This is an optimization exercise on Yosys and OpenROAD, whose aim is small area, not a production implementation. RTL that was checked went through simulation tests only; none was proved equivalent to the original. Power figures rest on the tool's default switching activity, not on a simulated workload.

== v29 ==
Design kl10_vma, start of the top module:
module kl10_vma (
  input clk,
  input ad_13_h,
  input ad_14_h,
  input ad_15_h,
  input ad_16_a_h,
  input ad_17_a_h,
  input ad_18_a_h,
  input ad_19_h,
  input ad_20_h,
  input ad_21_h,
  input ad_22_a_h,
  input ad_23_a_h,
  input ad_24_a_h,
  input ad_25_h,
  input ad_26_h,
  input ad_27_h,
  input ad_28_a_h,
  input ad_29_a_h,
  input ad_30_a_h,
  input ad_31_h,
  input ad_32_h,
  input ad_33_h,
  input ad_34_a_h,
  input ad_35_a_h,
  input con_cond_sel_vma_h,
  input con_cond_vma_gets_num_h,
  input con_datao_apr_l,
  input con_load_prev_context_l,
  input cram_num_00_a_h,
  input cram_num_01_a_h,
  input cram_num_02_a_h,
  input cram_num_03_a_h,
  input cram_num_04_a_h,
  input csh3_gate_vma_27_33_h,
  input ctl1_load_pc_l,
  input diag_04_b_h,
  input diag_05_b_h,
  input diag_06_b_h,
  input diag_read_func_15x_l,
  input mcl1_load_vma_held_l,
  input mcl2_vma_read_or_write_l,
  input mcl4_vma_gets_ad_h,
  input mcl4_vma_inc_h,
  input mcl4_vmax_sel_1_h,
  input mcl4_vmax_sel_2_h,
  input mcl5_vmax_en_l,
  input mcl6_vma_fetch_h,
  input n_con_cond_vma_gets_num_l,
  input n_con_vma_sel_1_h,
  input n_con_vma_sel_2_h,
  input n_mcl2_vma_extended_h,
  input n_mcl5_adr_err_l,
  input n_mcl6_page_uebr_ref_a_l,
  input n_vma1_ac_ref_a_h,
  input n_vma1_local_ac_address_h,
  input n_vma1_misc_eq_0_h,
  input n_vma1_vma_section_0_1_l,
  input n_vma1_vma_section_0_h,
  input n_vma2_vma_12_l,
  input n_vma2_vma_13_l,
  input n_vma2_vma_14_l,
  input n_vma2_vma_15_l,
  input n_vma2_vma_16_l,
  input n_vma2_vma_17_l,
  input n_vma2_vma_18_l,
  input n_vma2_vma_19_l,
  input n_vma2_vma_20_l,
  input n_vma2_vma_21_l,
  input n_vma2_vma_22_l,
  input n_vma2_vma_23_l,
  input n_vma2_vma_24_l,
  input n_vma2_vma_25_l,
  input n_vma2_vma_26_l,
  input n_vma2_vma_27_l,
  input n_vma2_vma_28_l,
  input n_vma2_vma_29_l,
  input n_vma2_vma_30_l,
  input n_vma2_vma_31_l,
  input n_vma3_match_13_35_h,
  input n_vma3_pc_section_0_h,
  input n_vma4_pcs_section_0_h,
  input n_vma4_prev_sec_13_l,
  input n_vma4_prev_sec_14_l,
  input n_vma4_prev_sec_15_l,
  ...
Size: about 490 cells after synthesis, ~99 flip-flops, ~180 I/O pins, ~0.0055 mm^2 of cells after synthesis.
clock: 4.5 ns
lec_check: 0
cap_margin: 20
core_margin: 2
core_utilization: 60
slew_margin: 20
standard.sh (not shown) runs the stock make flow with config.mk's settings and CLKGATE_MAP_FILE= SYNTH_SCRIPT=/design/flow/synth_recipe.tcl, a recipe that flattens the netlist after the stock synthesis.
==> flow/flow/run.sh <==
#!/bin/bash
# The standard layout, with three changes:
#  - synthesis maps the logic with an area-oriented ABC script (flow/area.abc); the
#    registers, their names and cell types are those of the standard synthesis;
#  - the ports are buffered by the smallest buffer cell;
#  - clock tree synthesis inserts no dummy loads.
set -euo pipefail
HERE=$(pwd)
export MY_ABC_SCRIPT=$HERE/flow/area.abc
bash standard.sh SYNTH_SCRIPT=$HERE/flow/synth.tcl \
  'BUFFER_PORTS_ARGS=-buffer_cell sky130_fd_sc_hd__buf_1' \
  'CTS_ARGS=-sink_clustering_enable -repair_clock_nets -dont_use_dummy_load -buf_list sky130_fd_sc_hd__clkbuf_8' \
  GPL_KEEP_OVERFLOW=0 \
  finish > make_flow.log 2>&1
==> flow/flow/area.abc <==
&get -n
&st
&syn3
&dch -f
&nf -R 1000 -a
&put
topo
==> flow/flow/synth.tcl <==
# The standard flow's synthesis script, with ABC's mapping script replaced by the one named in MY_ABC_SCRIPT.
proc synth {args} {
  global abc_args
  if { [info exists abc_args] && [info exists ::env(MY_ABC_SCRIPT)] } {
    set i [lsearch -exact $abc_args -script]
    if { $i >= 0 } { lset abc_args [expr {$i + 1}] $::env(MY_ABC_SCRIPT) }
  }
  yosys synth -nofsm -noshare {*}$args
}
source $::env(SCRIPTS_DIR)/synth.tcl
# left out here: clear keep_hierarchy, flatten, clean up, hide names made inside functions, write 1_2_yosys.v
[inputs] v48 vs v29
-- flow/flow/run.sh --
<<< v29, line 12
  'CTS_ARGS=-sink_clustering_enable -repair_clock_nets -dont_use_dummy_load -buf_list sky130_fd_sc_hd__clkbuf_8' \
  GPL_KEEP_OVERFLOW=0 \
  finish > make_flow.log 2>&1
>>> v48, line 12
  'CTS_ARGS=-sink_clustering_enable -repair_clock_nets -dont_use_dummy_load -buf_list sky130_fd_sc_hd__clkbuf_8' \
  finish > make_flow.log 2>&1
-- flow/config.mk --
<<< v29, line 10
export CORE_UTILIZATION = 60
export SLEW_MARGIN = 20
>>> v48, line 10
export CORE_UTILIZATION = 60
export GPL_TIMING_DRIVEN = 0
export SLEW_MARGIN = 20
## What came out
- Max freq v29 -> v48: degraded
- The higher routed via count divided by cell count came out of v29.
- Delta (v48 minus v29): clock-pin slew of the registers on the worst-case setup and hold paths flat, maximum root-to-sink buffer count flat, total negative slack flat.
- v48 reports its cell with the largest stage delay on the worst path as nor4_1 while v29 reports ha_1.
- v48 finished every step from synthesis to the final layout, and the layout passed the timing, design-rule and antenna checks.
What v2 does differently from v48 at the input level:
-- flow/config.mk --
<<< v48, line 9
export CORE_MARGIN = 2
export CORE_UTILIZATION = 60
export GPL_TIMING_DRIVEN = 0
export SLEW_MARGIN = 20
>>> v2, line 9
export CORE_MARGIN = 2
export CORE_UTILIZATION = 75
export SLEW_MARGIN = 20
Findings:
Taking v48 as the reference, in v2 fraction of power consumed by the clock network held, number of antenna violations at the first check in global routing roughly the same, buffer share of cell area now sits lower, total power moved down. On cell count: between v48 and v2, it ends up higher for v48. Higher power spent charging and discharging nets goes to v2 over v48. Compared with v48, in v2 total setup violations reported at the end of the flow comparable, worst setup slack has increased, proportion of power drawn by combinational gates moved down.

wip/garnet:
Another version of the RTL of kl10_vma (not shown whole).
Size: ~580 cells after synthesis, ~99 flip-flops, ~0.0062 mm2 of cells after synthesis.
## kl10_vma
module kl10_vma (
  input clk,
  input ad_13_h,
  input ad_14_h,
  input ad_15_h,
  input ad_16_a_h,
  input ad_17_a_h,
  input ad_18_a_h,
  input ad_19_h,
  input ad_20_h,
  input ad_21_h,
  input ad_22_a_h,
  input ad_23_a_h,
  input ad_24_a_h,
  input ad_25_h,
  input ad_26_h,
  input ad_27_h,
  input ad_28_a_h,
  input ad_29_a_h,
  input ad_30_a_h,
  input ad_31_h,
  input ad_32_h,
  input ad_33_h,
  input ad_34_a_h,
  input ad_35_a_h,
  input con_cond_sel_vma_h,
  input con_cond_vma_gets_num_h,
  input con_datao_apr_l,
  input con_load_prev_context_l,
  input cram_num_00_a_h,
  input cram_num_01_a_h,
  input cram_num_02_a_h,
  input cram_num_03_a_h,
  input cram_num_04_a_h,
  input csh3_gate_vma_27_33_h,
  input ctl1_load_pc_l,
  input diag_04_b_h,
  input diag_05_b_h,
  input diag_06_b_h,
  input diag_read_func_15x_l,
  input mcl1_load_vma_held_l,
  input mcl2_vma_read_or_write_l,
  input mcl4_vma_gets_ad_h,
  input mcl4_vma_inc_h,
  input mcl4_vmax_sel_1_h,
  input mcl4_vmax_sel_2_h,
  input mcl5_vmax_en_l,
  input mcl6_vma_fetch_h,
  input n_con_cond_vma_gets_num_l,
  input n_con_vma_sel_1_h,
  input n_con_vma_sel_2_h,
  input n_mcl2_vma_extended_h,
  input n_mcl5_adr_err_l,
  input n_mcl6_page_uebr_ref_a_l,
  input n_vma1_ac_ref_a_h,
  input n_vma1_local_ac_address_h,
  input n_vma1_misc_eq_0_h,
  input n_vma1_vma_section_0_1_l,
  input n_vma1_vma_section_0_h,
  input n_vma2_vma_12_l,
  input n_vma2_vma_13_l,
  input n_vma2_vma_14_l,
  input n_vma2_vma_15_l,
  input n_vma2_vma_16_l,
  input n_vma2_vma_17_l,
  input n_vma2_vma_18_l,
  input n_vma2_vma_19_l,
  input n_vma2_vma_20_l,
  input n_vma2_vma_21_l,
  ...
clock: 4.5 ns
lec_check: 0
cap_margin: 20
core_margin: 2
core_utilization: 60
cts_buf_list: sky130_fd_sc_hd__clkbuf_8
slew_margin: 20
==> flow/flow/run.sh <==
#!/bin/bash
# Standard layout, with the ports buffered by the smallest buffer cell.
set -euo pipefail
bash standard.sh 'BUFFER_PORTS_ARGS=-buffer_cell sky130_fd_sc_hd__buf_1' finish > make_flow.log 2>&1
--- input diff wip/garnet..wip/umber ---
Settings: CTS_BUF_LIST no longer set, was sky130_fd_sc_hd__clkbuf_8.
==> flow/flow/run.sh <==
#!/bin/bash
# The standard layout, with three changes:
#  - synthesis maps the logic with an area-oriented ABC script (flow/area.abc); the
#    registers, their names and cell types are those of the standard synthesis;
#  - the ports are buffered by the smallest buffer cell;
#  - clock tree synthesis inserts no dummy loads.
set -euo pipefail
HERE=$(pwd)
export MY_ABC_SCRIPT=$HERE/flow/area.abc
bash standard.sh SYNTH_SCRIPT=$HERE/flow/synth.tcl \
  'BUFFER_PORTS_ARGS=-buffer_cell sky130_fd_sc_hd__buf_1' \
  'CTS_ARGS=-sink_clustering_enable -repair_clock_nets -dont_use_dummy_load -buf_list sky130_fd_sc_hd__clkbuf_8' \
  finish > make_flow.log 2>&1
==> flow/flow/area.abc (new file) <==
&get -n
&st
&syn3
&dch -f
&nf -R 1000 -a
&put
topo
==> flow/flow/synth.tcl (new file) <==
# The standard flow's synthesis script, with ABC's mapping script replaced by the one named in MY_ABC_SCRIPT.
proc synth {args} {
  global abc_args
  if { [info exists abc_args] && [info exists ::env(MY_ABC_SCRIPT)] } {
    set i [lsearch -exact $abc_args -script]
    if { $i >= 0 } { lset abc_args [expr {$i + 1}] $::env(MY_ABC_SCRIPT) }
  }
  yosys synth -nofsm -noshare {*}$args
}
source $::env(SCRIPTS_DIR)/synth.tcl
# left out here: clear keep_hierarchy, flatten, clean up, hide names made inside functions, write 1_2_yosys.v
Findings:
Fraction of the mapped netlist area in adder cells: wip/umber > wip/garnet. Of wip/umber and wip/garnet, it is wip/umber that has the higher detail-routed via count per cell. Summary of wip/umber over wip/garnet: worst endpoint data arrival time shows an increase of 1.28 ns; non-clock buffer count shows an increase of 11%.
### wip/umber -> wip/yarrow
Settings: a change of CORE_UTILIZATION from 60 to 40.
==> flow/flow/run.sh <==
#!/bin/bash
# Standard layout, with the ports buffered by the smallest buffer cell.
set -euo pipefail
bash standard.sh 'BUFFER_PORTS_ARGS=-buffer_cell sky130_fd_sc_hd__buf_1' finish > make_flow.log 2>&1
removed: flow/flow/area.abc
removed: flow/flow/synth.tcl
[summary]
- Number of clock buffer instances in the layout: wip/yarrow vs wip/umber up 1
- wip/yarrow vs. wip/umber: sequential cell area fraction in the yosys report has decreased; synthesized area climbed about 14%.
- Lower number of standard cells in the final layout excluding fillers among wip/yarrow and wip/umber: wip/umber
- Compared with wip/umber, in wip/yarrow core utilization went down by 27 points; total detailed-routing wirelength went up by 3000 um; register fraction of the total cell area -4.2 points.
- [compare] base=wip/umber new=wip/yarrow: vias after detailed routing increased 8.1%, worst path buffer plus inverter count now larger.
- Run comparison: wip/umber cell group occupying the most layout area sequential cells; wip/yarrow cell group occupying the most layout area multi-input combinational cells
- Critical-path cell with the highest stage delay = clkbuf_2: wip/yarrow; critical-path cell with the highest stage delay = or3_1: wip/umber
[inputs] wip/sierra vs wip/yarrow
Settings: CORE_UTILIZATION now 60, was 40; GPL_TIMING_DRIVEN now 0, previously not set.
==> flow/flow/run.sh <==
#!/bin/bash
# The standard layout, with three changes:
#  - synthesis maps the logic with an area-oriented ABC script (flow/area.abc); the
#    registers, their names and cell types are those of the standard synthesis;
#  - the ports are buffered by the smallest buffer cell;
#  - clock tree synthesis inserts no dummy loads.
set -euo pipefail
HERE=$(pwd)
export MY_ABC_SCRIPT=$HERE/flow/area.abc
bash standard.sh SYNTH_SCRIPT=$HERE/flow/synth.tcl \
  'BUFFER_PORTS_ARGS=-buffer_cell sky130_fd_sc_hd__buf_1' \
  'CTS_ARGS=-sink_clustering_enable -repair_clock_nets -dont_use_dummy_load -buf_list sky130_fd_sc_hd__clkbuf_8' \
  finish > make_flow.log 2>&1
==> flow/flow/area.abc (new file) <==
&get -n
&st
&syn3
&dch -f
&nf -R 1000 -a
&put
topo
==> flow/flow/synth.tcl (new file) <==
# The standard flow's synthesis script, with ABC's mapping script replaced by the one named in MY_ABC_SCRIPT.
proc synth {args} {
  global abc_args
  if { [info exists abc_args] && [info exists ::env(MY_ABC_SCRIPT)] } {
    set i [lsearch -exact $abc_args -script]
    if { $i >= 0 } { lset abc_args [expr {$i + 1}] $::env(MY_ABC_SCRIPT) }
  }
  yosys synth -nofsm -noshare {*}$args
}
source $::env(SCRIPTS_DIR)/synth.tcl
# left out here: clear keep_hierarchy, flatten, clean up, hide names made inside functions, write 1_2_yosys.v
Notes after the runs:
A highest-delay cell along the critical path of clkbuf_2 is what wip/yarrow shows, while or3_4 belongs to wip/sierra.
wip/sierra ends up with a routed length on met2 that is about 15% lower than in wip/yarrow.
Total power of wip/sierra is lower than that of wip/yarrow.
[compare] base=wip/yarrow new=wip/sierra: total number of vias decreased 10%, first-pass iteration count of the detailed router increased 4, mean routed wirelength per cell decreased 4.1%.
From wip/yarrow to wip/sierra the numbers moved as follows: total track usage moved up, number of synthesized flops with an enable pin shows no meaningful change, combinational power share increased by 2.6 points relative to the old numbers, smallest setup slack after layout lost 0.67 ns, timing-limited maximum frequency now sits lower.
wip/sierra reports a higher final standard cell utilization of the core than wip/yarrow does.
No run of this note included a check of the RTL's function; only the layout flow was run.

-- re-timing with driven ports --
How much do the figures lean on ideal ports? The routed layouts below were timed once more, with nothing changed but the port constraints.
Step 1 (the two cells are an assumption about what drives the block):
set clk [get_ports {clk}]
set_driving_cell -lib_cell sky130_fd_sc_hd__clkbuf_16 $clk
set_driving_cell -lib_cell sky130_fd_sc_hd__buf_2 [delete_from_list [all_inputs] $clk]
Step 2 also shifts input and output timing later by t, the mid clock arrival at the registers, as if the neighbouring blocks saw the same clock.
Slacks: ideal / step 1 / step 2; pairs: ideal / step 1.
run | t, ns | setup WS [ns] | hold slack, ns
v29 | 0.381 | 0.698 / 0.705 / 0.324 | 0.590 / 0.590 / 0.590
v48 | 0.379 | 0.602 / 0.613 / 0.234 | 0.568 / 0.568 / 0.568
v2 | 0.388 | 0.632 / 0.639 / 0.251 | 0.563 / 0.563 / 0.563
wip/garnet | 0.394 | 0.632 / 0.607 / 0.607 | 0.631 / 0.631 / 0.631
wip/umber | 0.388 | 0.474 / 0.413 / 0.025 | 0.560 / 0.560 / 0.560
wip/yarrow | 0.395 | 0.951 / 0.923 / 0.923 | 0.617 / 0.617 / 0.617
wip/sierra | 0.396 | 0.278 / 0.231 / -0.166 | 0.550 / 0.550 / 0.550
With both steps, setup timing fails in wip/sierra, where it was met with ideal ports. The setup slack of wip/umber, which loses most, moves by -0.061 ns with the drivers and by -0.449 ns with both steps.
